From an optimization exercise on the open Yosys and OpenROAD flow, aimed at small area, a short achievable clock period and few clock cycles per item; shortcuts taken in it are not production practice.
The RTL was checked by simulation tests, not by an equivalence proof against the original design.
Power figures rest on the tool's default switching activity, not on a simulated workload.

==> flow/design.v <==
`timescale 10ns / 1ns
module mips_cpu(
    input               rst,
    input               clk,
    output reg  [31:0]  PC,
    output reg          Inst_Req_Valid,
    input               Inst_Req_Ack,
    input       [31:0]  Instruction,
    input               Inst_Valid,
    output reg          Inst_Ack,
    output      [31:0]  Address,
    output reg          MemWrite,
    output reg  [31:0]  Write_data,
    output reg  [ 3:0]  Write_strb,
    output reg          MemRead,
    input               Mem_Req_Ack,
    input       [31:0]  Read_data,
    input               Read_data_Valid,
    output reg          Read_data_Ack,
    output [31:0]   mips_perf_cnt_0,
    output [31:0]   mips_perf_cnt_1,
    output [31:0]   mips_perf_cnt_2,
    output [31:0]   mips_perf_cnt_3,
    output [31:0]   mips_perf_cnt_4,
    output [31:0]   mips_perf_cnt_5,
    output [31:0]   mips_perf_cnt_6,
    output [31:0]   mips_perf_cnt_7,
    output [31:0]   mips_perf_cnt_8,
    output [31:0]   mips_perf_cnt_9,
    output [31:0]   mips_perf_cnt_10,
    output [31:0]   mips_perf_cnt_11,
    output [31:0]   mips_perf_cnt_12,
    output [31:0]   mips_perf_cnt_13,
    output [31:0]   mips_perf_cnt_14,
    output [31:0]   mips_perf_cnt_15
);
    reg     [31:0]  cycle_cnt;  
    always @(posedge clk) begin
        if (rst) begin
            cycle_cnt <= 32'd0;
        end
        else begin
            cycle_cnt <= cycle_cnt + 32'd1;
        end
    end
    assign mips_perf_cnt_0 = cycle_cnt;
    assign mips_perf_cnt_1 = 32'd0;
    assign mips_perf_cnt_2 = 32'd0;
    assign mips_perf_cnt_3 = 32'd0;
    assign mips_perf_cnt_4 = 32'd0;
    assign mips_perf_cnt_5 = 32'd0;
    assign mips_perf_cnt_6 = 32'd0;
    assign mips_perf_cnt_7 = 32'd0;
    assign mips_perf_cnt_8 = 32'd0;
    assign mips_perf_cnt_9 = 32'd0;
    assign mips_perf_cnt_10 = 32'd0;
    assign mips_perf_cnt_11 = 32'd0;
    assign mips_perf_cnt_12 = 32'd0;
    assign mips_perf_cnt_13 = 32'd0;
    assign mips_perf_cnt_14 = 32'd0;
    assign mips_perf_cnt_15 = 32'd0;
    parameter BGTZ      = 6'b000_111;  
    parameter BLEZ      = 6'b000_110;  
    parameter BLTZ      = 6'b000_001;  
    parameter REGIMM    = 6'b000_001;  
    parameter BNE       = 6'b000_101;  
    parameter BEQ       = 6'b000_100;  
    parameter J         = 6'b000_010;  
    parameter JAL       = 6'b000_011;  
    parameter JALR_FUNC = 6'b001_001;  
    parameter JR_FUNC   = 6'b001_000;  
    parameter ADDIU     = 6'b001_001;  
    parameter SLTI      = 6'b001_010;  
    parameter SLTIU     = 6'b001_011;  
    parameter ANDI      = 6'b001_100;  
    parameter SPECIAL   = 6'b000_000;  
    parameter ORI       = 6'b001_101;  
    parameter XORI      = 6'b001_110;  
    parameter NOR_FUNC  = 6'b100_111;  
    parameter SLTU_FUNC = 6'b101_011;  
    parameter XOR_FUNC  = 6'b100_110;  
    parameter SLTU      = 6'b101_011;  
    parameter LW        = 6'b100_011;  
    parameter LUI       = 6'b001_111;  
    parameter LB        = 6'b100_000;  
    parameter LBU       = 6'b100_100;  
    parameter LH        = 6'b100_001;  
    parameter LHU       = 6'b100_101;  
    parameter LWL       = 6'b100_010;  
    parameter LWR       = 6'b100_110;  
    parameter SW        = 6'b101_011;  
    parameter SB        = 6'b101_000;  
    parameter SH        = 6'b101_001;  
    parameter SWL       = 6'b101_010;  
    parameter SWR       = 6'b101_110;  
    parameter MOVN      = 6'b001_011;  
    parameter MOVZ      = 6'b001_010;  
    parameter SRA_FUNC  = 6'b000_011;  
    parameter SRAV_FUNC = 6'b000_111;  
    parameter SRL_FUNC  = 6'b000_010;  
    parameter SRLV_FUNC = 6'b000_110;  
    parameter SLL_FUNC  = 6'b000_000;  
    parameter SLLV_FUNC = 6'b000_100;  
    parameter IF        = 8'b0000_0001;
    parameter IW        = 8'b0000_0010;
    parameter ID        = 8'b0000_0100;
    parameter EX        = 8'b0000_1000;
    parameter ST        = 8'b0001_0000;
    parameter LD        = 8'b0010_0000;
    parameter RDW       = 8'b0100_0000;
    parameter WB        = 8'b1000_0000;
    reg         [31:0]  Instruction_i;
    reg         [31:0]  Read_data_i;
    reg         [ 7:0]  state;
    reg         [ 7:0]  state_next;
    wire        [31:0]  mips_alu_in_a;
    wire        [31:0]  mips_alu_in_b;
    wire                mips_alu_out_Overflow;
    wire                mips_alu_out_CarryOut;
    wire                mips_alu_out_Zero;
    wire        [31:0]  mips_alu_out_Result;
    reg         [ 4:0]  mips_rf_in_waddr; 
    wire                mips_rf_in_wen;
    reg         [31:0]  mips_rf_in_wdata;
    wire        [31:0]  mips_rf_out_rdata_1;
    wire        [31:0]  mips_rf_out_rdata_2;
    wire        [ 4:0]  mips_rf_in_addr_1;
    wire        [ 4:0]  mips_rf_in_addr_2;
    wire                mips_cu_out_RegDst;
    wire                mips_cu_out_ALUSrc;
    wire                mips_cu_out_Mem2Reg;
    wire                mips_cu_out_RegWrite;
    wire                mips_cu_out_Branch;
    wire                mips_cu_out_Jump;
    wire                mips_cu_out_ALUop_1;
    wire                mips_cu_out_ALUop_0;
    wire                PCWrite;
    wire        [2:0]   ALUctr;
    wire        [3:0]   LoadSign;
    wire        [31:0]  mips_PC_4;
    reg         [31:0]  mips_PC_next;
    wire        [31:0]  mips_sign_extend;
    wire        [ 4:0]  mips_shifter_width;
    wire        [ 1:0]  mips_shifter_control;
    wire        [31:0]  mips_shifter_output;
    alu mips_alu(
        .A(mips_alu_in_a),
        .B(mips_alu_in_b),
        .ALUop(ALUctr),
        .Overflow(mips_alu_out_Overflow),
        .CarryOut(mips_alu_out_CarryOut),
        .Zero(mips_alu_out_Zero),
        .Result(mips_alu_out_Result)
        );
    reg_file mips_rf(
        .rst(rst),
        .clk(clk),
        .waddr(mips_rf_in_waddr),
        .raddr1(mips_rf_in_addr_1),
        .raddr2(mips_rf_in_addr_2),
        .wen(mips_rf_in_wen),
        .wdata(mips_rf_in_wdata),
        .rdata1(mips_rf_out_rdata_1),
        .rdata2(mips_rf_out_rdata_2)
        );
    control_unit mips_cu(
        .OpCode(Instruction[31:26]),
        .Func(Instruction[5:0]),
        .cu_rdata_1(mips_rf_out_rdata_1),
        .cu_rdata_2(mips_rf_out_rdata_2),
        .cu_state_next(state_next),
        .clk(clk),
        .RegDst(mips_cu_out_RegDst),
        .ALUSrc(mips_cu_out_ALUSrc),
        .Mem2Reg(mips_cu_out_Mem2Reg),
        .RegWrite(mips_cu_out_RegWrite),
        .Branch(mips_cu_out_Branch),
        .Jump(mips_cu_out_Jump),
        .ALUop1(mips_cu_out_ALUop_1),
        .ALUop0(mips_cu_out_ALUop_0),
        .PCWrite(PCWrite),
        .LoadSign(LoadSign),
        .ALUctr(ALUctr)
        );
    barrel_shifter mips_shifter(
        .shifter_input(mips_rf_out_rdata_2),
        .shifter_width(mips_shifter_width),
        .shifter_contrl(mips_shifter_control),
        .shifter_output(mips_shifter_output)
        );
    always@(posedge clk) begin
        if(rst)
            state <= IF;
        else
            state <= state_next;
    end
    always@(*) begin
        if(rst)
            state_next = IF;
        else begin
            case(state)
                IF: state_next = (Inst_Req_Ack)? IW:IF;
                IW: state_next = (Inst_Valid)?   ID:IW;
                ST: state_next = (Mem_Req_Ack)?  IF:ST;
                LD: state_next = (Mem_Req_Ack)?  RDW:LD;
                RDW: state_next = (Read_data_Valid)? WB:RDW;
                WB: state_next = IF;
                ID: state_next = EX;
                EX:  begin
                    if((Instruction_i[31:26] == JAL) 
                    || (Instruction_i[31:26] == J) 
                    || (Instruction_i[31:26] == SPECIAL && Instruction_i[5:0] == JR_FUNC) 
                    || (Instruction_i[31:26] == SPECIAL && Instruction_i[5:0] == JALR_FUNC) 
                    || (Instruction_i[31:26] == BEQ) 
                    || (Instruction_i[31:26] == BNE) 
                    || (Instruction_i[31:26] == BLEZ) 
                    || (Instruction_i[31:26] == BLTZ) 
                    || (Instruction_i[31:26] == BGTZ)
                    || (Instruction_i[31:26] == SPECIAL && Instruction_i[5:0]== MOVN)
                    || (Instruction_i[31:26] == SPECIAL && Instruction_i[5:0]== MOVZ))
                        state_next = IF;
                    else if(Instruction_i[31:26] == LBU 
                         || Instruction_i[31:26] == LB 
                         || Instruction_i[31:26] == LW 
                         || Instruction_i[31:26] == LWL
                         || Instruction_i[31:26] == LWR 
                         || Instruction_i[31:26] == LH 
                         || Instruction_i[31:26] == LHU)
                        state_next = LD;
                    else if(Instruction_i[31:26] == SW 
                         || Instruction_i[31:26] == SH
                         || Instruction_i[31:26] == SWL
                         || Instruction_i[31:26] == SWR
                         || Instruction_i[31:26] == SB)
                        state_next = ST;
                    else
                        state_next = WB;
                end
                default: state_next = IF;
            endcase            
        end
    end
    always@(posedge clk)
    begin
        if(state_next == ID) begin
            Instruction_i <= Instruction;            
        end
    end
    always @(posedge clk) begin
        if(state_next == WB) begin
            Read_data_i <= Read_data;
        end
    end
    always @(posedge clk) begin
        if (rst) begin
            PC <= 32'd0;
        end
        else if(state == EX) 
        begin
            PC <= mips_PC_next;
        end
    end
    always @(*) begin
        if (state == EX) begin
            if (PCWrite) 
            begin
                casez({Instruction_i[31:26],Instruction_i[5:0]})
                    12'b000010??????: 
                        mips_PC_next <= {mips_PC_4[31:28],Instruction_i[25:0],2'b00};
                    12'b000011??????: 
                        mips_PC_next <= {mips_PC_4[31:28],Instruction_i[25:0],2'b00};
                    12'b000000001001: 
                        mips_PC_next <= mips_rf_out_rdata_1;
                    12'b000000001000: 
                        mips_PC_next <= mips_rf_out_rdata_1;
                    default: 
                    begin
                        if ((Instruction_i[31:26] == 6'b000_100 && mips_rf_out_rdata_1 == mips_rf_out_rdata_2)  
                         || (Instruction_i[31:26] == 6'b000_101 && mips_rf_out_rdata_1 != mips_rf_out_rdata_2)  
                         || ({Instruction_i[31:26],Instruction_i[20:16]} == {6'b000_001, 5'b000_01} && mips_rf_out_rdata_1[31] == 1'b0)  
                         || (Instruction_i[31:26] == 6'b000_110 && (mips_rf_out_rdata_1[31] == 1'b1 || mips_rf_out_rdata_1 == 32'd0))  
                         || ({Instruction_i[31:26],Instruction_i[20:16]} == {6'b000_001, 5'b000_00} && mips_rf_out_rdata_1[31] == 1'b1)  
                         || (Instruction_i[31:26] == 6'b000_111 && (mips_rf_out_rdata_1[31] == 1'b0 && mips_rf_out_rdata_1 != 32'd0)) )  
                        begin
                            mips_PC_next <= {mips_sign_extend[31], mips_sign_extend[28:0], 2'b00} + mips_PC_4;
                        end
                        else begin
                            mips_PC_next <= mips_PC_4;
                        end
                    end
                endcase
            end
            else begin
                mips_PC_next <= mips_PC_4;
            end              
        end
        else begin
            mips_PC_next <= mips_PC_4;
        end
    end
    assign   mips_PC_4 = PC + 32'd4;
    always @(*) begin
        if ((state == EX) || (state == WB)) begin
            case(LoadSign)
                4'b0000: 
                    mips_rf_in_wdata <= mips_alu_out_Result;
                4'b0001: 
                    mips_rf_in_wdata <= (mips_alu_out_CarryOut == 1'b1) ? {31'd0,1'b1} : {32'd0};
                4'b0010: 
                    mips_rf_in_wdata <= mips_PC_4 + 32'd4;
                4'b0100: 
                    mips_rf_in_wdata <= {Instruction_i[15:0],16'd0};
                4'b0101: 
                    mips_rf_in_wdata <= mips_rf_out_rdata_1;
                4'b0011: 
                begin
                    case(Instruction_i[31:26])
                        LW :mips_rf_in_wdata <= Read_data_i;
                        LB :mips_rf_in_wdata <= (mips_alu_out_Result[1:0] == 2'b00) ? {{24{Read_data_i[ 7]}},Read_data_i[ 7: 0]}
                                              :((mips_alu_out_Result[1:0] == 2'b01) ? {{24{Read_data_i[15]}},Read_data_i[15: 8]}
                                              :((mips_alu_out_Result[1:0] == 2'b10) ? {{24{Read_data_i[23]}},Read_data_i[23:16]}
                                              :((mips_alu_out_Result[1:0] == 2'b11) ? {{24{Read_data_i[31]}},Read_data_i[31:24]}
                                              :  Read_data_i)));
                        LBU:mips_rf_in_wdata <= (mips_alu_out_Result[1:0] == 2'b00) ? {{24'd0},Read_data_i[ 7: 0]}
                                              :((mips_alu_out_Result[1:0] == 2'b01) ? {{24'd0},Read_data_i[15: 8]}
                                              :((mips_alu_out_Result[1:0] == 2'b10) ? {{24'd0},Read_data_i[23:16]}
                                              :((mips_alu_out_Result[1:0] == 2'b11) ? {{24'd0},Read_data_i[31:24]}
                                              :  Read_data_i)));
                        LH :mips_rf_in_wdata <= (mips_alu_out_Result[1] == 1'b0) ? {{16{Read_data_i[15]}},Read_data_i[15: 0]}
                                              :((mips_alu_out_Result[1] == 1'b1) ? {{16{Read_data_i[31]}},Read_data_i[31:16]}
                                              :  Read_data_i);
                        LHU:mips_rf_in_wdata <= (mips_alu_out_Result[1] == 1'b0) ? {{16'd0},Read_data_i[15: 0]}
                                              :((mips_alu_out_Result[1] == 1'b1) ? {{16'd0},Read_data_i[31:16]}
                                              :  Read_data_i);
                        LWL:mips_rf_in_wdata <= (mips_alu_out_Result[1:0] == 2'b00) ? {Read_data_i[ 7: 0],mips_rf_out_rdata_2[23:0]}
                                              :((mips_alu_out_Result[1:0] == 2'b01) ? {Read_data_i[15: 0],mips_rf_out_rdata_2[15:0]}
                                              :((mips_alu_out_Result[1:0] == 2'b10) ? {Read_data_i[23: 0],mips_rf_out_rdata_2[ 7:0]}
                                              :((mips_alu_out_Result[1:0] == 2'b11) ?  Read_data_i
                                              :  Read_data_i)));
                        LWR:mips_rf_in_wdata <= (mips_alu_out_Result[1:0] == 2'b00) ? Read_data_i
                                              :((mips_alu_out_Result[1:0] == 2'b01) ? {mips_rf_out_rdata_2[31:24],Read_data_i[31: 8]}
                                              :((mips_alu_out_Result[1:0] == 2'b10) ? {mips_rf_out_rdata_2[31:16],Read_data_i[31:16]}
                                              :((mips_alu_out_Result[1:0] == 2'b11) ? {mips_rf_out_rdata_2[31: 8],Read_data_i[31:24]}
                                              :  Read_data_i)));
                        default:mips_rf_in_wdata <= 32'd0;
                    endcase
                end
                4'b1000: 
                    mips_rf_in_wdata <= (mips_alu_out_CarryOut == 1'b1) ? {31'd0,1'b1} : {32'd0};
                4'b1001: 
                    mips_rf_in_wdata <= mips_shifter_output;
                4'b1010: 
                    mips_rf_in_wdata <= ~(mips_rf_out_rdata_1 | mips_rf_out_rdata_2);
                4'b1011: 
                    mips_rf_in_wdata <= mips_rf_out_rdata_1 ^ mips_rf_out_rdata_2;
                4'b1100: 
                    mips_rf_in_wdata <= mips_rf_out_rdata_1 & {16'd0,Instruction_i[15:0]};
                4'b1101: 
                    mips_rf_in_wdata <= mips_rf_out_rdata_1 | {16'd0,Instruction_i[15:0]};
                4'b1110: 
                    mips_rf_in_wdata <= mips_rf_out_rdata_1 ^ {16'd0,Instruction_i[15:0]};
                default: 
                    mips_rf_in_wdata <= 32'd0;
            endcase            
        end
        else begin
            mips_rf_in_wdata <= 32'd0;
        end
    end
    assign mips_rf_in_wen = mips_cu_out_RegWrite;
    assign mips_rf_in_addr_1 = (({Instruction[31:26],Instruction[5:0]} == {SPECIAL,MOVZ}) || ({Instruction[31:26],Instruction[5:0]} == {SPECIAL,MOVN})) ? Instruction[25:21] : Instruction_i[25:21];
    assign mips_rf_in_addr_2 = (({Instruction[31:26],Instruction[5:0]} == {SPECIAL,MOVZ}) || ({Instruction[31:26],Instruction[5:0]} == {SPECIAL,MOVN})) ? Instruction[20:16] : Instruction_i[20:16];
    always @(*) begin
        if ((state == EX) || (state == WB)) begin
            mips_rf_in_waddr <= (Instruction_i[31:26] == JAL) ? 5'd31 : (mips_cu_out_RegDst ? Instruction_i[15:11] : Instruction_i[20:16]);
        end        
        else begin
            mips_rf_in_waddr <= 5'd0; 
        end
    end
    always @(posedge clk) begin
        if ((state == EX) && (LoadSign ==4'b0100)) begin
            case(Instruction_i[31:26])
                SWL: Write_data <=  (mips_alu_out_Result[1:0] == 2'b00) ? {24'd0,mips_rf_out_rdata_2[31:24]}
                                 : ((mips_alu_out_Result[1:0] == 2'b01) ? {16'd0,mips_rf_out_rdata_2[31:16]}
                                 : ((mips_alu_out_Result[1:0] == 2'b10) ? {8'd0,mips_rf_out_rdata_2[31:8]}
                                 : ((mips_alu_out_Result[1:0] == 2'b11) ? mips_rf_out_rdata_2
                                 :   mips_rf_out_rdata_2)));
                SWR: Write_data <=  (mips_alu_out_Result[1:0] == 2'b00) ? mips_rf_out_rdata_2
                                 : ((mips_alu_out_Result[1:0] == 2'b01) ? {mips_rf_out_rdata_2[23: 0],8'd0}
                                 : ((mips_alu_out_Result[1:0] == 2'b10) ? {mips_rf_out_rdata_2[15: 0],16'd0}
                                 : ((mips_alu_out_Result[1:0] == 2'b11) ? {mips_rf_out_rdata_2[ 7: 0],24'd0}
                                 :   mips_rf_out_rdata_2)));
                SB: Write_data  <=  {4{mips_rf_out_rdata_2[7:0]}};
                SH: Write_data  <=  {2{mips_rf_out_rdata_2[15:0]}};
                default: Write_data <=   mips_rf_out_rdata_2;
            endcase                   
        end
        else begin
            Write_data <= mips_rf_out_rdata_2;
        end
    end
    assign      Address              = {mips_alu_out_Result[31:2],2'b00};
    assign      mips_shifter_width   =  (Instruction_i[5:0] == SLL_FUNC) ? Instruction_i[10:6] 
                                     : ((Instruction_i[5:0] == SLLV_FUNC) ? mips_rf_out_rdata_1[4:0]
                                     : ((Instruction_i[5:0] == SRA_FUNC) ? Instruction_i[10:6]
                                     : ((Instruction_i[5:0] == SRAV_FUNC) ? mips_rf_out_rdata_1[4:0]
                                     : ((Instruction_i[5:0] == SRL_FUNC) ? Instruction_i[10:6]
                                     : ((Instruction_i[5:0] == SRLV_FUNC) ? mips_rf_out_rdata_1[4:0]
                                     : 5'd0)))));
    assign      mips_shifter_control =  (({Instruction_i[31:26],Instruction_i[5:0]} == {SPECIAL,SLL_FUNC}) || 
                                         ({Instruction_i[31:26],Instruction_i[5:0]} == {SPECIAL,SLLV_FUNC})) ? 2'b10 
                                     : ((({Instruction_i[31:26],Instruction_i[5:0]} == {SPECIAL,SRA_FUNC}) || 
                                         ({Instruction_i[31:26],Instruction_i[5:0]} == {SPECIAL,SRAV_FUNC})) ? 2'b00
                                     : ((({Instruction_i[31:26],Instruction_i[5:0]} == {SPECIAL,SRL_FUNC}) || 
                                         ({Instruction_i[31:26],Instruction_i[5:0]} == {SPECIAL,SRLV_FUNC})) ? 2'b01
                                     : 2'b00)) ;
    always @(posedge clk) begin
       if ((state == EX) && (LoadSign == 4'b0100)) begin
            case(Instruction_i[31:26])
                SWL:Write_strb <=     (mips_alu_out_Result[1:0] == 2'b00) ? 4'b0001
                                    :((mips_alu_out_Result[1:0] == 2'b01) ? 4'b0011
                                    :((mips_alu_out_Result[1:0] == 2'b10) ? 4'b0111
                                    :((mips_alu_out_Result[1:0] == 2'b11) ? 4'b1111
                                    :4'b1111)));
                SWR:Write_strb <=     (mips_alu_out_Result[1:0] == 2'b00) ? 4'b1111
                                    :((mips_alu_out_Result[1:0] == 2'b01) ? 4'b1110
                                    :((mips_alu_out_Result[1:0] == 2'b10) ? 4'b1100
                                    :((mips_alu_out_Result[1:0] == 2'b11) ? 4'b1000
                                    :4'b1111)));
                SB:Write_strb  <=     (mips_alu_out_Result[1:0] == 2'b00) ? 4'b0001
                                    :((mips_alu_out_Result[1:0] == 2'b01) ? 4'b0010
                                    :((mips_alu_out_Result[1:0] == 2'b10) ? 4'b0100
                                    :((mips_alu_out_Result[1:0] == 2'b11) ? 4'b1000
                                    :4'b1111)));
                SH:Write_strb  <=     (mips_alu_out_Result[1] == 1'b0) ? 4'b0011
                                    :((mips_alu_out_Result[1] == 1'b1) ? 4'b1100
                                    :4'b1111);
                default:Write_strb <= 4'b1111;
            endcase 
        end
        else begin
            Write_strb <= 4'b1111;
        end
    end
    assign    mips_alu_in_a        = mips_rf_out_rdata_1;
    assign    mips_alu_in_b        = mips_cu_out_ALUSrc ? mips_sign_extend : mips_rf_out_rdata_2;
    assign    mips_sign_extend    = {{16{Instruction_i[15]}}, Instruction_i[15:0]};
    always @(posedge clk) begin
        case(state_next)
            IF:begin
                if (rst) begin
                    {Inst_Req_Valid,Inst_Ack,Read_data_Ack,MemRead,MemWrite} <= {1'b0,1'b1,1'b0,2'b00}; 
                end
                else begin
                    {Inst_Req_Valid,Inst_Ack,Read_data_Ack,MemRead,MemWrite} <= {1'b1,1'b0,1'b0,2'b00};
                end
            end
            IW: begin
                {Inst_Req_Valid,Inst_Ack,Read_data_Ack,MemRead,MemWrite} <= {1'b0,1'b1,1'b0,2'b00};
            end
            ID: begin 
                {Inst_Req_Valid,Inst_Ack,Read_data_Ack,MemRead,MemWrite} <= {1'b0,1'b0,1'b0,2'b00};         
            end
            EX: begin
                {Inst_Req_Valid,Inst_Ack,Read_data_Ack,MemRead,MemWrite} <= {1'b0,1'b0,1'b0,2'b00};
            end
            ST: begin
                {Inst_Req_Valid,Inst_Ack,Read_data_Ack,MemRead,MemWrite} <= {1'b0,1'b0,1'b0,2'b01};
            end
            LD: begin
                {Inst_Req_Valid,Inst_Ack,Read_data_Ack,MemRead,MemWrite} <= {1'b0,1'b0,1'b0,2'b10};
            end
            RDW: begin
                {Inst_Req_Valid,Inst_Ack,Read_data_Ack,MemRead,MemWrite} <= {1'b0,1'b0,1'b1,2'b00};
            end
            WB: begin
                {Inst_Req_Valid,Inst_Ack,Read_data_Ack,MemRead,MemWrite} <= {1'b0,1'b0,1'b0,2'b00};
            end
            default: begin
                {Inst_Req_Valid,Inst_Ack,Read_data_Ack,MemRead,MemWrite} <= {1'b0,1'b1,1'b0,2'b00}; 
            end
        endcase            
    end
endmodule
module control_unit(
    input           clk,
    input   [ 5:0]  OpCode,
    input   [ 5:0]  Func,
    input   [31:0]  cu_rdata_1,
    input   [31:0]  cu_rdata_2,
    input   [ 7:0]  cu_state_next,
    output reg      RegDst,
    output reg      ALUSrc,
    output reg      Mem2Reg,
    output reg      RegWrite,
    output reg      Branch,
    output reg      Jump,
    output reg      ALUop1,
    output reg      ALUop0,
    output reg    [3:0]  LoadSign,
    output reg           PCWrite,
    output reg    [2:0]  ALUctr
);
    parameter BGTZ      = 6'b000_111;  
    parameter BLEZ      = 6'b000_110;  
    parameter BLTZ      = 6'b000_001;  
    parameter REGIMM    = 6'b000_001;  
    parameter BNE       = 6'b000_101;  
    parameter BEQ       = 6'b000_100;  
    parameter J         = 6'b000_010;  
    parameter JAL       = 6'b000_011;  
    parameter JALR_FUNC = 6'b001_001;  
    parameter JR_FUNC   = 6'b001_000;  
    parameter ADDIU     = 6'b001_001;  
    parameter SLTI      = 6'b001_010;  
    parameter SLTIU     = 6'b001_011;  
    parameter ANDI      = 6'b001_100;  
    parameter SPECIAL   = 6'b000_000;  
    parameter ORI       = 6'b001_101;  
    parameter XORI      = 6'b001_110;  
    parameter NOR_FUNC  = 6'b100_111;  
    parameter SLTU_FUNC = 6'b101_011;  
    parameter XOR_FUNC  = 6'b100_110;  
    parameter SLTU      = 6'b101_011;  
    parameter LW        = 6'b100_011;  
    parameter LUI       = 6'b001_111;  
    parameter LB        = 6'b100_000;  
    parameter LBU       = 6'b100_100;  
    parameter LH        = 6'b100_001;  
    parameter LHU       = 6'b100_101;  
    parameter LWL       = 6'b100_010;  
    parameter LWR       = 6'b100_110;  
    parameter SW        = 6'b101_011;  
    parameter SB        = 6'b101_000;  
    parameter SH        = 6'b101_001;  
    parameter SWL       = 6'b101_010;  
    parameter SWR       = 6'b101_110;  
    parameter MOVN      = 6'b001_011;  
    parameter MOVZ      = 6'b001_010;  
    parameter SRA_FUNC  = 6'b000_011;  
    parameter SRAV_FUNC = 6'b000_111;  
    parameter SRL_FUNC  = 6'b000_010;  
    parameter SRLV_FUNC = 6'b000_110;  
    parameter SLL_FUNC  = 6'b000_000;  
    parameter SLLV_FUNC = 6'b000_100;  
    parameter IF        = 8'b0000_0001;
    parameter IW        = 8'b0000_0010;
    parameter ID        = 8'b0000_0100;
    parameter EX        = 8'b0000_1000;
    parameter ST        = 8'b0001_0000;
    parameter LD        = 8'b0010_0000;
    parameter RDW       = 8'b0100_0000;
    parameter WB        = 8'b1000_0000;
    always @(posedge clk) begin
        case(cu_state_next)
            IF:begin
                {RegWrite, PCWrite} <= {1'b0,1'b0};
            end
            IW: begin
                {RegWrite, PCWrite} <= {1'b0,1'b0};
            end
            ID: begin
                case(OpCode)
                    ADDIU:
                        {Jump, RegDst,ALUSrc,Mem2Reg,RegWrite, Branch, ALUop1,ALUop0, LoadSign, PCWrite, ALUctr} <= {8'b0_0100_0_00,4'b0000, 1'b0, 3'b010}; 
                    SPECIAL: begin
                        case(Func)
                            6'b001_011:
                                {Jump, RegDst,ALUSrc,Mem2Reg,RegWrite, Branch, ALUop1,ALUop0, LoadSign, PCWrite, ALUctr} <= (cu_rdata_2 != 32'd0) ? {8'b0_1001_0_00,4'b0101, 1'b0, 3'b000} : {8'b0_1000_0_00,4'b0101, 1'b0, 3'b000}; 
                            6'b001_010:
                                {Jump, RegDst,ALUSrc,Mem2Reg,RegWrite, Branch, ALUop1,ALUop0, LoadSign, PCWrite, ALUctr} <= (cu_rdata_2 == 32'd0) ? {8'b0_1001_0_00,4'b0101, 1'b0, 3'b000} : {8'b0_1000_0_00,4'b0101, 1'b0, 3'b000}; 
                            6'b001_001:
                                {Jump, RegDst,ALUSrc,Mem2Reg,RegWrite, Branch, ALUop1,ALUop0, LoadSign, PCWrite, ALUctr} <=   {8'b1_1001_0_00,4'b0010, 1'b1, 3'b000};  
                            6'b001_000:
                                {Jump, RegDst,ALUSrc,Mem2Reg,RegWrite, Branch, ALUop1,ALUop0, LoadSign, PCWrite, ALUctr} <=   {8'b1_0000_0_00,4'b1111, 1'b1, 3'b000};  
                            6'b100_110:
                                {Jump, RegDst,ALUSrc,Mem2Reg,RegWrite, Branch, ALUop1,ALUop0, LoadSign, PCWrite, ALUctr} <=   {8'b0_1000_0_00,4'b1011, 1'b0, 3'b000};  
                            6'b100_111:
                                {Jump, RegDst,ALUSrc,Mem2Reg,RegWrite, Branch, ALUop1,ALUop0, LoadSign, PCWrite, ALUctr} <=   {8'b0_1000_0_00,4'b1010, 1'b0, 3'b000};  
                            6'b000_011:
                                {Jump, RegDst,ALUSrc,Mem2Reg,RegWrite, Branch, ALUop1,ALUop0, LoadSign, PCWrite, ALUctr} <=   {8'b0_1000_0_00,4'b1001, 1'b0, 3'b000};  
                            6'b000_111:
                                {Jump, RegDst,ALUSrc,Mem2Reg,RegWrite, Branch, ALUop1,ALUop0, LoadSign, PCWrite, ALUctr} <=   {8'b0_1000_0_00,4'b1001, 1'b0, 3'b000};  
                            6'b000_010:
                                {Jump, RegDst,ALUSrc,Mem2Reg,RegWrite, Branch, ALUop1,ALUop0, LoadSign, PCWrite, ALUctr} <=   {8'b0_1000_0_00,4'b1001, 1'b0, 3'b000};  
                            6'b000_110:
                                {Jump, RegDst,ALUSrc,Mem2Reg,RegWrite, Branch, ALUop1,ALUop0, LoadSign, PCWrite, ALUctr} <=   {8'b0_1000_0_00,4'b1001, 1'b0, 3'b000};  
                            6'b000_000:
                                {Jump, RegDst,ALUSrc,Mem2Reg,RegWrite, Branch, ALUop1,ALUop0, LoadSign, PCWrite, ALUctr} <=   {8'b0_1000_0_00,4'b1001, 1'b0, 3'b000};  
                            6'b000_100: 
                                {Jump, RegDst,ALUSrc,Mem2Reg,RegWrite, Branch, ALUop1,ALUop0, LoadSign, PCWrite, ALUctr} <=   {8'b0_1000_0_00,4'b1001, 1'b0, 3'b000};  
                            6'b101_011:
                                {Jump, RegDst,ALUSrc,Mem2Reg,RegWrite, Branch, ALUop1,ALUop0, LoadSign, PCWrite, ALUctr} <=   {8'b0_1000_0_00,4'b1000, 1'b0, 3'b110};  
                            6'b100_011:
                                {Jump, RegDst,ALUSrc,Mem2Reg,RegWrite, Branch, ALUop1,ALUop0, LoadSign, PCWrite, ALUctr} <=   {8'b0_1000_0_00,4'b0000, 1'b0, 3'b110};  
                            6'b100_001:
                                {Jump, RegDst,ALUSrc,Mem2Reg,RegWrite, Branch, ALUop1,ALUop0, LoadSign, PCWrite, ALUctr} <=   {8'b0_1000_0_00,4'b0000, 1'b0, 3'b010};  
                            6'b100_101:
                                {Jump, RegDst,ALUSrc,Mem2Reg,RegWrite, Branch, ALUop1,ALUop0, LoadSign, PCWrite, ALUctr} <=   {8'b0_1000_0_00,4'b0000, 1'b0, 3'b001};  
                            6'b101_010:
                                {Jump, RegDst,ALUSrc,Mem2Reg,RegWrite, Branch, ALUop1,ALUop0, LoadSign, PCWrite, ALUctr} <=   {8'b0_1000_0_00,4'b0000, 1'b0, 3'b111};  
                            6'b100_000:
                                {Jump, RegDst,ALUSrc,Mem2Reg,RegWrite, Branch, ALUop1,ALUop0, LoadSign, PCWrite, ALUctr} <=   {8'b0_1000_0_00,4'b0000, 1'b0, 3'b010};  
                            6'b100_100:
                                {Jump, RegDst,ALUSrc,Mem2Reg,RegWrite, Branch, ALUop1,ALUop0, LoadSign, PCWrite, ALUctr} <=   {8'b0_1000_0_00,4'b0000, 1'b0, 3'b000};  
                            6'b100_101:
                                {Jump, RegDst,ALUSrc,Mem2Reg,RegWrite, Branch, ALUop1,ALUop0, LoadSign, PCWrite, ALUctr} <=   {8'b0_1000_0_00,4'b0000, 1'b0, 3'b001};  
                            default:
                                {Jump, RegDst,ALUSrc,Mem2Reg,RegWrite, Branch, ALUop1,ALUop0, LoadSign, PCWrite, ALUctr} <=   {8'b0_1000_0_00,4'b0000, 1'b0, 3'b000};  
                        endcase
                    end
                    BEQ:
                        {Jump, RegDst,ALUSrc,Mem2Reg,RegWrite, Branch, ALUop1,ALUop0, LoadSign, PCWrite, ALUctr} <= {8'b0_0000_1_01,4'b0000, 1'b1, 3'b110};  
                    BNE:
                        {Jump, RegDst,ALUSrc,Mem2Reg,RegWrite, Branch, ALUop1,ALUop0, LoadSign, PCWrite, ALUctr} <= {8'b0_0000_1_01,4'b0000, 1'b1, 3'b110};  
                    REGIMM:
                        {Jump, RegDst,ALUSrc,Mem2Reg,RegWrite, Branch, ALUop1,ALUop0, LoadSign, PCWrite, ALUctr} <= {8'b0_0000_1_00,4'b1111, 1'b1, 3'b000};  
                    BLEZ:
                        {Jump, RegDst,ALUSrc,Mem2Reg,RegWrite, Branch, ALUop1,ALUop0, LoadSign, PCWrite, ALUctr} <= {8'b0_0000_1_00,4'b1111, 1'b1, 3'b000};  
                    BGTZ:
                        {Jump, RegDst,ALUSrc,Mem2Reg,RegWrite, Branch, ALUop1,ALUop0, LoadSign, PCWrite, ALUctr} <= {8'b0_0000_1_00,4'b1111, 1'b1, 3'b000};  
                    SLTI:
                        {Jump, RegDst,ALUSrc,Mem2Reg,RegWrite, Branch, ALUop1,ALUop0, LoadSign, PCWrite, ALUctr} <= {8'b0_0100_0_00,4'b0000, 1'b0, 3'b111};  
                    SLTIU:
                        {Jump, RegDst,ALUSrc,Mem2Reg,RegWrite, Branch, ALUop1,ALUop0, LoadSign, PCWrite, ALUctr} <= {8'b0_0100_0_00,4'b0001, 1'b0, 3'b110};  
                    J:
                        {Jump, RegDst,ALUSrc,Mem2Reg,RegWrite, Branch, ALUop1,ALUop0, LoadSign, PCWrite, ALUctr} <= {8'b1_0000_0_00,4'b1111, 1'b1, 3'b000};  
                    JAL:
                        {Jump, RegDst,ALUSrc,Mem2Reg,RegWrite, Branch, ALUop1,ALUop0, LoadSign, PCWrite, ALUctr} <= {8'b1_0001_0_00,4'b0010, 1'b1, 3'b000};  
                    LUI:
                        {Jump, RegDst,ALUSrc,Mem2Reg,RegWrite, Branch, ALUop1,ALUop0, LoadSign, PCWrite, ALUctr} <= {8'b0_0000_0_00,4'b0100, 1'b0, 3'b000};  
                    ANDI:
                        {Jump, RegDst,ALUSrc,Mem2Reg,RegWrite, Branch, ALUop1,ALUop0, LoadSign, PCWrite, ALUctr} <= {8'b0_0000_0_00,4'b1100, 1'b0, 3'b000};  
                    ORI:
                        {Jump, RegDst,ALUSrc,Mem2Reg,RegWrite, Branch, ALUop1,ALUop0, LoadSign, PCWrite, ALUctr} <= {8'b0_0000_0_00,4'b1101, 1'b0, 3'b000};  
                    XORI:
                        {Jump, RegDst,ALUSrc,Mem2Reg,RegWrite, Branch, ALUop1,ALUop0, LoadSign, PCWrite, ALUctr} <= {8'b0_0000_0_00,4'b1110, 1'b0, 3'b000};  
                    LW:
                        {Jump, RegDst,ALUSrc,Mem2Reg,RegWrite, Branch, ALUop1,ALUop0, LoadSign, PCWrite, ALUctr} <= {8'b0_0110_0_00,4'b0011, 1'b0, 3'b010};  
                    LB:
                        {Jump, RegDst,ALUSrc,Mem2Reg,RegWrite, Branch, ALUop1,ALUop0, LoadSign, PCWrite, ALUctr} <= {8'b0_0110_0_00,4'b0011, 1'b0, 3'b010};  
                    LBU:
                        {Jump, RegDst,ALUSrc,Mem2Reg,RegWrite, Branch, ALUop1,ALUop0, LoadSign, PCWrite, ALUctr} <= {8'b0_0110_0_00,4'b0011, 1'b0, 3'b010};  
                    LH:
                        {Jump, RegDst,ALUSrc,Mem2Reg,RegWrite, Branch, ALUop1,ALUop0, LoadSign, PCWrite, ALUctr} <= {8'b0_0110_0_00,4'b0011, 1'b0, 3'b010};  
                    LHU:
                        {Jump, RegDst,ALUSrc,Mem2Reg,RegWrite, Branch, ALUop1,ALUop0, LoadSign, PCWrite, ALUctr} <= {8'b0_0110_0_00,4'b0011, 1'b0, 3'b010};  
                    LWL:
                        {Jump, RegDst,ALUSrc,Mem2Reg,RegWrite, Branch, ALUop1,ALUop0, LoadSign, PCWrite, ALUctr} <= {8'b0_0110_0_00,4'b0011, 1'b0, 3'b010};  
                    LWR:
                        {Jump, RegDst,ALUSrc,Mem2Reg,RegWrite, Branch, ALUop1,ALUop0, LoadSign, PCWrite, ALUctr} <= {8'b0_0110_0_00,4'b0011, 1'b0, 3'b010};  
                    SW:
                        {Jump, RegDst,ALUSrc,Mem2Reg,RegWrite, Branch, ALUop1,ALUop0, LoadSign, PCWrite, ALUctr} <= {8'b0_0100_0_00,4'b0100, 1'b0, 3'b010};  
                    SB:
                        {Jump, RegDst,ALUSrc,Mem2Reg,RegWrite, Branch, ALUop1,ALUop0, LoadSign, PCWrite, ALUctr} <= {8'b0_0100_0_00,4'b0100, 1'b0, 3'b010};  
                    SH:
                        {Jump, RegDst,ALUSrc,Mem2Reg,RegWrite, Branch, ALUop1,ALUop0, LoadSign, PCWrite, ALUctr} <= {8'b0_0100_0_00,4'b0100, 1'b0, 3'b010};  
                    SWL:
                        {Jump, RegDst,ALUSrc,Mem2Reg,RegWrite, Branch, ALUop1,ALUop0, LoadSign, PCWrite, ALUctr} <= {8'b0_0100_0_00,4'b0100, 1'b0, 3'b010};  
                    SWR:
                        {Jump, RegDst,ALUSrc,Mem2Reg,RegWrite, Branch, ALUop1,ALUop0, LoadSign, PCWrite, ALUctr} <= {8'b0_0100_0_00,4'b0100, 1'b0, 3'b010};  
                    default:
                        {Jump, RegDst,ALUSrc,Mem2Reg,RegWrite, Branch, ALUop1,ALUop0, LoadSign, PCWrite, ALUctr} <= {8'b0_0000_0_00,4'b1111, 1'b0, 3'b000};  
                endcase
            end
            EX: begin
                ;
            end
            ST: begin
                {RegWrite, PCWrite} <= {1'b0,1'b0};
            end
            LD: begin
                {RegWrite, PCWrite} <= {1'b0,1'b0};
            end
            RDW: begin
                {RegWrite, PCWrite} <= {1'b0,1'b0};
            end
            WB: begin
                {RegWrite, PCWrite} <= {1'b1,1'b0};
            end
            default: begin
                {Jump, RegDst,ALUSrc,Mem2Reg,RegWrite, Branch, ALUop1,ALUop0, LoadSign, PCWrite, ALUctr} <= {8'b0_0000_0_00,4'b1111, 1'b0, 3'b000};
            end
        endcase
    end
endmodule
module barrel_shifter(
    input       [31:0] shifter_input,
    input       [ 4:0] shifter_width,
    input       [ 1:0] shifter_contrl,
    output reg  [31:0] shifter_output
    );
    reg         [31:0] temp;
    always @(*) begin
        case (shifter_contrl)
            2'b00 : begin  
                temp = shifter_width[0] ? {{shifter_input[31]}, shifter_input[31:1]} : shifter_input;
                temp = shifter_width[1] ? {{2{temp[31]}}, temp[31:2]} : temp;
                temp = shifter_width[2] ? {{4{temp[31]}}, temp[31:4]} : temp;
                temp = shifter_width[3] ? {{8{temp[31]}}, temp[31:8]} : temp;
                temp = shifter_width[4] ? {{16{temp[31]}}, temp[31:16]} : temp;
            end
            2'b01 : begin  
                temp = shifter_width[0] ? {1'b0, shifter_input[31:1]} : shifter_input;
                temp = shifter_width[1] ? {2'b0, temp[31:2]} : temp;
                temp = shifter_width[2] ? {4'b0, temp[31:4]} : temp;
                temp = shifter_width[3] ? {8'b0, temp[31:8]} : temp;
                temp = shifter_width[4] ? {16'b0, temp[31:16]} : temp;
            end
            2'b10 : begin  
                temp = shifter_width[0] ? {shifter_input[30:0], 1'b0} : shifter_input;
                temp = shifter_width[1] ? {temp[29:0], 2'b0} : temp;
                temp = shifter_width[2] ? {temp[27:0], 4'b0} : temp;
                temp = shifter_width[3] ? {temp[23:0], 8'b0} : temp;
                temp = shifter_width[4] ? {temp[15:0], 16'b0} : temp;                
            end
            2'b11 : begin  
                temp = shifter_width[0] ? {shifter_input[30:0], 1'b0} : shifter_input;
                temp = shifter_width[1] ? {temp[29:0], 2'b0} : temp;
                temp = shifter_width[2] ? {temp[27:0], 4'b0} : temp;
                temp = shifter_width[3] ? {temp[23:0], 8'b0} : temp;
                temp = shifter_width[4] ? {temp[15:0], 16'b0} : temp;             
            end
            default : begin
                temp = 32'd0;
            end
        endcase
        shifter_output = temp;
    end
endmodule
module reg_file(
    input clk,
    input rst,
    input [5 - 1:0] waddr,
    input [5 - 1:0] raddr1,
    input [5 - 1:0] raddr2,
    input wen,
    input [32 - 1:0] wdata,
    output [32 - 1:0] rdata1,
    output [32 - 1:0] rdata2
);
    reg [31:0] r[31:0];
    assign rdata1 = r[raddr1];
    assign rdata2 = r[raddr2];
    always @(posedge clk) begin
        if (rst) begin
            r[0] <= 32'b0;
        end
        else if(wen && waddr) begin
            r[waddr] <= wdata;
        end
    end
endmodule
module alu(
    input [32 - 1:0] A,
    input [32 - 1:0] B,
    input [2:0] ALUop,
    output Overflow,
    output CarryOut,
    output Zero,
    output reg [32 - 1:0] Result
);
    parameter   AND      = 3'b000,    
                OR       = 3'b001,    
                ADD      = 3'b010,    
                SUBTRACT = 3'b110,    
                SLT      = 3'b111;    
    reg LastCout;                     
    reg SecondLastCout;               
    reg [32 - 1:0] Sum;      
    always @(*) begin
    SecondLastCout = 1'b0;
    LastCout = 1'b0;
    Sum = 32'b0;
        case (ALUop)
            AND: begin
                Result = A & B; 
            end
             OR: begin
                Result = A | B; 
             end
            ADD: begin
                {LastCout, Result} = {1'b0,A} + {1'b0,B};
            end
            SUBTRACT: begin
                {SecondLastCout,Result[32 - 2:0]} 
            = {1'b0,A[32 - 2:0]} + {1'b0,~B[32 - 2:0]} + 32'b1;
                {LastCout,Result[32 - 1]} 
            = {1'b0,A[32 - 1]} + {1'b0,~B[32 - 1]} 
            + {1'b0,SecondLastCout};
            end
            SLT: begin
                Sum = A + (~B + 32'b1);
                Result = (A[32 - 1] == B[32 - 1]) 
            ? ((Sum[32 - 1] == 1'b1) ? 32'b1 : 32'b0) 
                        : ((A[32 - 1] == 1'b1) ? 32'b1 : 32'b0);
            end
            default: begin
                Result = 32'b0; 
        LastCout = 1'b0;
        SecondLastCout = 1'b0;
        Result = 32'b0;
        Sum = 32'b0;
            end
        endcase
    end
    assign CarryOut = (ALUop == ADD && LastCout == 1'b1) || (ALUop == SUBTRACT && LastCout == 1'b0);
    assign Overflow = ((ALUop == SUBTRACT) && (LastCout ^ SecondLastCout))
                   || (
              (ALUop == ADD) 
              && (A[32 - 1] == B[32 - 1]) 
              && (B[32 - 1] != Result[32 - 1])
              );
    assign Zero = (ALUop == ADD || ALUop == SUBTRACT || ALUop == AND || ALUop == OR) 
        && (Result == 32'b0);
endmodule
`timescale 10 ns / 1 ns
module mips_cpu_top (
	input			mips_cpu_clk,
    input			mips_cpu_reset,
    output [31:0]	mips_perf_cnt_0,
    output [31:0]	mips_perf_cnt_1,
    output [31:0]	mips_perf_cnt_2,
    output [31:0]	mips_perf_cnt_3,
    output [31:0]	mips_perf_cnt_4,
    output [31:0]	mips_perf_cnt_5,
    output [31:0]	mips_perf_cnt_6,
    output [31:0]	mips_perf_cnt_7,
    output [31:0]	mips_perf_cnt_8,
    output [31:0]	mips_perf_cnt_9,
    output [31:0]	mips_perf_cnt_10,
    output [31:0]	mips_perf_cnt_11,
    output [31:0]	mips_perf_cnt_12,
    output [31:0]	mips_perf_cnt_13,
    output [31:0]	mips_perf_cnt_14,
    output [31:0]	mips_perf_cnt_15,
    output  [31:0]	mips_cpu_axi_if_araddr,
    input			mips_cpu_axi_if_arready,
    output			mips_cpu_axi_if_arvalid,
    output reg [31:0]	mips_cpu_axi_if_awaddr,
    input			    mips_cpu_axi_if_awready,
    output reg			mips_cpu_axi_if_awvalid,
    output			mips_cpu_axi_if_bready,
    input	[1:0]	mips_cpu_axi_if_bresp,
    input			mips_cpu_axi_if_bvalid,
    input	[31:0]	mips_cpu_axi_if_rdata,
    output			mips_cpu_axi_if_rready,
    input	[1:0]	mips_cpu_axi_if_rresp,
    input			mips_cpu_axi_if_rvalid,
    output reg [31:0]	mips_cpu_axi_if_wdata,
    input			    mips_cpu_axi_if_wready,
    output reg [3:0]	mips_cpu_axi_if_wstrb,
    output reg			mips_cpu_axi_if_wvalid
);
wire [31:0] PC;
wire Inst_Req_Valid;
wire Inst_Req_Ack;
wire [31:0] Instruction;
wire Inst_Valid;
wire Inst_Ack;
wire [31:0] Address;
wire MemWrite;
wire [31:0] Write_data;
wire [3:0] Write_strb;
wire MemRead;
wire Mem_Req_Ack;
wire [31:0] Read_data;
wire Read_data_Valid;
wire Read_data_Ack;
reg aw_req_ack_tag;
reg w_req_ack_tag;
reg [1:0] ar_req_tag;
always @(posedge mips_cpu_clk)
begin
	if (mips_cpu_reset == 1'b1)
	begin
		mips_cpu_axi_if_awaddr <= 'd0;
		mips_cpu_axi_if_awvalid <= 1'b0;
		aw_req_ack_tag <= 1'b0;
	end
	else if (~mips_cpu_axi_if_awvalid & (~mips_cpu_axi_if_wvalid) & MemWrite & (~Mem_Req_Ack))
	begin
		mips_cpu_axi_if_awaddr <= Address;
		mips_cpu_axi_if_awvalid <= 1'b1;
		aw_req_ack_tag <= 1'b0;
	end
	else if (mips_cpu_axi_if_awvalid & mips_cpu_axi_if_awready)
	begin
		mips_cpu_axi_if_awaddr <= 'd0;
		mips_cpu_axi_if_awvalid <= 1'b0;
		aw_req_ack_tag <= 1'b1;
	end
	else if (aw_req_ack_tag & w_req_ack_tag)
	begin
		mips_cpu_axi_if_awaddr <= mips_cpu_axi_if_awaddr;
		mips_cpu_axi_if_awvalid <= mips_cpu_axi_if_awvalid;
		aw_req_ack_tag <= 1'b0;
	end
	else
	begin
		mips_cpu_axi_if_awaddr <= mips_cpu_axi_if_awaddr;
		mips_cpu_axi_if_awvalid <= mips_cpu_axi_if_awvalid;
		aw_req_ack_tag <= aw_req_ack_tag;
	end
end
always @(posedge mips_cpu_clk)
begin
	if (mips_cpu_reset == 1'b1)
	begin
		mips_cpu_axi_if_wdata <= 'd0;
		mips_cpu_axi_if_wstrb <= 4'b0;
		mips_cpu_axi_if_wvalid <= 1'b0;
		w_req_ack_tag <= 1'b0;
	end
	else if (~mips_cpu_axi_if_awvalid & (~mips_cpu_axi_if_wvalid) & MemWrite & (~Mem_Req_Ack))
	begin
		mips_cpu_axi_if_wdata <= Write_data;
		mips_cpu_axi_if_wstrb <= Write_strb;
		mips_cpu_axi_if_wvalid <= 1'b1;
		w_req_ack_tag <= 1'b0;
	end
	else if (mips_cpu_axi_if_wvalid & mips_cpu_axi_if_wready)
	begin
		mips_cpu_axi_if_wdata <= 'd0;
		mips_cpu_axi_if_wstrb <= 4'b0;
		mips_cpu_axi_if_wvalid <= 1'b0;
		w_req_ack_tag <= 1'b1;
	end
	else if (aw_req_ack_tag & w_req_ack_tag)
	begin
		mips_cpu_axi_if_wdata <= mips_cpu_axi_if_wdata;
		mips_cpu_axi_if_wstrb <= mips_cpu_axi_if_wstrb;
		mips_cpu_axi_if_wvalid <= mips_cpu_axi_if_wvalid;
		w_req_ack_tag <= 1'b0;
	end
	else
	begin
		mips_cpu_axi_if_wdata <= mips_cpu_axi_if_wdata;
		mips_cpu_axi_if_wstrb <= mips_cpu_axi_if_wstrb;
		mips_cpu_axi_if_wvalid <= mips_cpu_axi_if_wvalid;
		w_req_ack_tag <= w_req_ack_tag;
	end
end
assign mips_cpu_axi_if_araddr = Inst_Req_Valid ? PC : (MemRead ? Address : 'd0);
assign mips_cpu_axi_if_arvalid = Inst_Req_Valid | MemRead;
always @(posedge mips_cpu_clk)
begin
	if (mips_cpu_reset == 1'b1)
		ar_req_tag <= 2'b00;
	else if ( (~|ar_req_tag) & mips_cpu_axi_if_arvalid & mips_cpu_axi_if_arready )
		ar_req_tag <= {MemRead, Inst_Req_Valid};
	else if ((|ar_req_tag) & mips_cpu_axi_if_rvalid & mips_cpu_axi_if_rready)
		ar_req_tag <= 2'b00;
	else
		ar_req_tag <= ar_req_tag;
end
assign mips_cpu_axi_if_rready = (Inst_Ack | Read_data_Ack);
assign mips_cpu_axi_if_bready = 1'b1;
assign Inst_Req_Ack = Inst_Req_Valid & mips_cpu_axi_if_arready;
assign Instruction = {32{ar_req_tag[0]}} & mips_cpu_axi_if_rdata;
assign Inst_Valid = ar_req_tag[0] & mips_cpu_axi_if_rvalid;
assign Read_data = {32{ar_req_tag[1]}} & mips_cpu_axi_if_rdata;
assign Read_data_Valid = ar_req_tag[1] & mips_cpu_axi_if_rvalid;
assign Mem_Req_Ack = (MemWrite & aw_req_ack_tag & w_req_ack_tag) | (MemRead & mips_cpu_axi_if_arready);
mips_cpu	u_mips_cpu (	
	.clk			(mips_cpu_clk),
	.rst			(mips_cpu_reset),
	.PC				(PC),
	.Inst_Req_Valid	(Inst_Req_Valid),
	.Inst_Req_Ack	(Inst_Req_Ack),
	.Instruction	(Instruction),
	.Inst_Valid		(Inst_Valid),
	.Inst_Ack		(Inst_Ack),
	.Address		(Address),
	.MemWrite		(MemWrite),
	.Write_data		(Write_data),
	.Write_strb		(Write_strb),
	.MemRead		(MemRead),
	.Mem_Req_Ack	(Mem_Req_Ack),
	.Read_data		(Read_data),
	.Read_data_Valid(Read_data_Valid),
	.Read_data_Ack	(Read_data_Ack),
	.mips_perf_cnt_0	(mips_perf_cnt_0 ),
	.mips_perf_cnt_1	(mips_perf_cnt_1 ),
	.mips_perf_cnt_2	(mips_perf_cnt_2 ),
	.mips_perf_cnt_3	(mips_perf_cnt_3 ),
	.mips_perf_cnt_4	(mips_perf_cnt_4 ),
	.mips_perf_cnt_5	(mips_perf_cnt_5 ),
	.mips_perf_cnt_6	(mips_perf_cnt_6 ),
	.mips_perf_cnt_7	(mips_perf_cnt_7 ),
	.mips_perf_cnt_8	(mips_perf_cnt_8 ),
	.mips_perf_cnt_9	(mips_perf_cnt_9 ),
	.mips_perf_cnt_10	(mips_perf_cnt_10),
	.mips_perf_cnt_11	(mips_perf_cnt_11),
	.mips_perf_cnt_12	(mips_perf_cnt_12),
	.mips_perf_cnt_13	(mips_perf_cnt_13),
	.mips_perf_cnt_14	(mips_perf_cnt_14),
	.mips_perf_cnt_15	(mips_perf_cnt_15)
);
endmodule
==> flow/run.sh <==
#!/bin/bash
# synth_recipe.tcl (not shown) runs the flow's synth.tcl, then flattens the netlist and writes it again
# the make line also repeats each setting of config.mk as NAME=value (left out here)
make -C /OpenROAD-flow-scripts/flow DESIGN_CONFIG=/design/flow/config.mk WORK_HOME=/design/flow/orfs CLKGATE_MAP_FILE= SYNTH_SCRIPT=/design/flow/synth_recipe.tcl finish
==> flow/config.mk <==
export PLATFORM = sky130hd
export DESIGN_NAME = mips_cpu_top
export DESIGN_NICKNAME = mips_cpu_top
export VERILOG_FILES = /design/flow/design.v
export SDC_FILE = /design/flow/constraint.sdc
export NUM_CORES = 4
export LEC_CHECK = 0
export CAP_MARGIN = 20
export CORE_MARGIN = 2
export CORE_UTILIZATION = 40
export SLEW_MARGIN = 20
==> flow/constraint.sdc <==
create_clock -name core_clock -period 15.0 [get_ports {mips_cpu_clk}]
set_input_delay 3.0000 -clock core_clock [delete_from_list [all_inputs] [get_ports {mips_cpu_clk}]]
set_output_delay 3.0000 -clock core_clock [all_outputs]
set_load 0.01 [all_outputs]
==> impl_metrics.yaml <==
synthesis:
  synth_area_leader_cell: "edfxtp_1"
  synth-async-reset-ratio: 0
  seq_area_frac_synth: 0.449
  synthDistinctLibCells: 105
  syn_inst: 8704
  synthTopCellsByCount: "nand2_1, edfxtp_1, buf_4, nor2_1, nand3_1"
  syn_area_per_cell_um2: 9.40
  synth_edf_count: 1099
  post-synth-top-count-cell: "nand2_1"
  yosysWarnings: 6
  yosysTopAreaCellShare: 0.403
  synth_area_leaders: "edfxtp_1, nand2_1, buf_4"
  netlist_area_um2: 81800
  ys_ff_latch: 1284
  synth_ff_type: "edfxtp_1"
finish:
  utilization: 0.455
  fin_area_um2: 92300
  instances_no_fill: 11700
  area_growth_pct: 12.8
  final_nets: 9112
  drive_gt1_frac: 0.119
  seq_area_um2: 36700
  final.fill_count: 19000
  multi_input_area_um2: 40400
sta:
  final-hold-violation-count: 0
  worst_pin_slew_ps: 1260
  final-max-slew-violation-count: 0
  clock.fmax_mhz: 67.8
  fin_crit_sh: 0.983
  slew_headroom: 0.161
  fin_ws_ps: 255
  finalCriticalPeriod_ps: 14750
  tns_ps: 0
  clock_skew_ps: 38.9
  fin_hold_ws_ps: 482
  setup_viol: 0
setup_path:
  crit_path_frequent_cell: "buf_4"
  crit_buf_inv: 8
  required_ps: 12000
  crit_fanout: 47
  worstSetupStartpointType: "primary input"
  ff2ff_path_depth: 41
  crit_arrival_ps: 11750
  reg2reg_from: "ar_req_tag[0]$_SDFFE_PP0P_"
  cp-endpoint: "mips_cpu_axi_if_araddr[30]"
  crit_family: "buffers and inverters"
  cp-startpoint: "mips_cpu_axi_if_rdata[4]"
  critPathMaxStageDelay_ps: 850
  cp.depth: 31
  rr_endpoint: "u_mips_cpu.mips_rf.r[1][29]$_DFFE_PP_"
  rrSetupSlack_ps: 3390
  path_class: "in2out"
  cp-end-kind: "output port"
  critPathSlowestCell: "or4b_2"
drt:
  viasPerCell: 6.52
  first_pass_iters: 10
  wl_per_cell_um: 33.0
  wl_um: 385000
  via_count: 76000
  drt_iter0_drc: 11200
  ant_nets: 0
  drc: 0
cts:
  cts_setup_buffers: 0
  cts-root-buf: "clkbuf_16"
  cts_buffer_depth: 3
  cts_hold_buf: 0
  numCtsBuffers: 144
  numClockSinks: 1284
  tritoncts: "yes"
  path_clk_slew_ps: 60
  worst_skew_pair.late_latency_ps: 840
  h-tree-depth: 4
floorplan:
  start_util: 0.404
  die_w_um: 456
  num_rows: 165
  die_area_um2: 208000
  io_pins: 660
  die_y_um: 456
  coreArea_um2: 203000
power:
  design_power_total_mw: 7.46
  ir_drop_v: 0.000116
  p_leak_nw: 34.3
  power_density_nw_per_um2: 80.9
place:
  gp_congestion: 1.08
  placed_area_um2: 87600
  place_ws_ps: -128
  dp.cells: 11400
  io_buffers: 171
  dp_hpwl_um: 255000
global_routing:
  overflow: 0
  track_usage: 0.353
  grt_max_degree: 143
  grt_pass1_wl_um: 530000
  grt_pass1_vias: 69300
  antenna_found_initial: 20
run:
  drv_cap: 0
min_path:
  hp-class: "reg2reg"
  whs_path_depth: 2
outcome:
  status: "timing/DRC/antenna clean"
power breakdown:
| group | total, mW | internal (mW) | switching, mW |
|---|---|---|---|
| Clock | 3.48 | 1.92 | 1.56 |
| Sequential | 3.83 | 3.82 | 0.00502 |
| Combinational | 0.152 | 0.0324 | 0.119 |
| Total | 7.46 | 5.78 | 1.68 |
cell type report:
class | count | area share
Clock inverter | 75 | 0.00731
Sequential cell | 1284 | 0.398
Clock buffer | 181 | 0.0418
Multi-Input combinational cell | 6529 | 0.438
Antenna cell | 9 | 0.000244
Inverter | 194 | 0.00789
Tap cell | 2672 | 0.0362
Timing Repair Buffer | 722 | 0.0709
repair_timing:
action | CTS | global route
cloned | 0 | 0
setup endpoints to repair | 2 | 7
pin swaps | 0 | 1
resized for setup | 1 | 18
cell usage in the layout, fill, tap and decap left out, types with 68 or more instances in the layout:
master / netlist / routed
nand2_1: 1568 / 1562
edfxtp_1: 1099 / 1099
buf_4: 520 / 493
conb_1: 2 / 483
nand3_1: 454 / 454
nor2_1: 490 / 451
a21oi_1: 336 / 322
and3_1: 313 / 312
o21ai_0: 317 / 310
a211oi_1: 273 / 272
a311oi_1: 224 / 224
mux2i_1: 206 / 205
inv_1: 190 / 190
ha_1: 190 / 190
dfxtp_1: 185 / 184
clkdlybuf4s50_1: 0 / 170
clkbuf_16: 0 / 147
a22oi_1: 128 / 128
a31oi_1: 151 / 127
nor3_1: 100 / 96
o22ai_1: 85 / 84
mux4_2: 75 / 75
xnor2_1: 74 / 74
and2_1: 75 / 73
o211ai_1: 68 / 68
cell families after synthesis:
family,after synthesis,synth area share
AND/OR/NAND/NOR,3311,0.185
AO/OA/AOI/OAI,2074,0.178
buffers and inverters,1372,0.0913
flip-flops,1284,0.449
multiplexers,328,0.0523
adder cells (fa/ha/maj),195,0.0302
XOR/XNOR,138,0.0148
other,2,0.0000918
flip-flops by register name (all words and copies together) (netlist names), 2 cells and up:
name	cells
ar_req_tag	2
mips_cpu_axi_if_awaddr	30
mips_cpu_axi_if_wdata	32
mips_cpu_axi_if_wstrb	4
u_mips_cpu.Instruction_i	32
u_mips_cpu.PC	32
u_mips_cpu.Read_data_i	32
u_mips_cpu.Write_data	32
u_mips_cpu.Write_strb	4
u_mips_cpu.cycle_cnt	32
u_mips_cpu.mips_cu.ALUctr	3
u_mips_cpu.mips_cu.LoadSign	4
u_mips_cpu.mips_rf.r	1024
u_mips_cpu.state	8
worst min-delay path: stages, from the launching register on:
cell and delay, ps:
dfxtp_1 300, a22oi_1 70, nor2_1 80
worst min-delay path by stage:
stage	start	end	slack, ps
floorplan	u_mips_cpu.Write_data[0]$_DFF_P_	mips_cpu_axi_if_wdata[0]$_SDFFE_PP0P_	460
global placement	u_mips_cpu.Write_data[28]$_DFF_P_	mips_cpu_axi_if_wdata[28]$_SDFFE_PP0P_	460
detailed placement	u_mips_cpu.Write_data[7]$_DFF_P_	mips_cpu_axi_if_wdata[7]$_SDFFE_PP0P_	470
CTS	u_mips_cpu.Write_data[7]$_DFF_P_	mips_cpu_axi_if_wdata[7]$_SDFFE_PP0P_	480
global route	u_mips_cpu.Write_data[31]$_DFF_P_	mips_cpu_axi_if_wdata[31]$_SDFFE_PP0P_	510
finish	u_mips_cpu.Write_data[7]$_DFF_P_	mips_cpu_axi_if_wdata[7]$_SDFFE_PP0P_	480
layer usage:
layer	global-route usage	share of wire	vias up
met1	0.448	0.37	37100
met2	0.525	0.43	5792
met4	0.226	0.075	14
li1	-	-	31800
met3	0.100	0.12	1255
met5	0	0.00026	-
Testbench counts, summed over its fixed seeds: cycles 4,084,558, programs 108.

==> port drivers added, routing unchanged <==
No port has a modelled driver above. Below, the same layout with a new extraction and two added sets of constraints.
Step 1, drivers: a clkbuf_16 drives mips_cpu_clk and a buf_2 each remaining input, both assumed.
Step 2 adds t to the input delays and takes it off the output delays; t is the mean of the earliest and latest rising clock arrival at the registers after step 1. Input paths then give back, and output paths get back, about the clock's delay inside the block.
Slacks: ideal / step 1 / step 2; pairs: ideal / step 1.
t (ns): 0.918
slack for setup (ns): 0.255 / 0.226 / 0.226
worst setup path after step 2: input to output
After both steps setup and hold are still met in this run. The setup slack of this run moves by -0.029 ns with the drivers and by -0.029 ns with both steps.
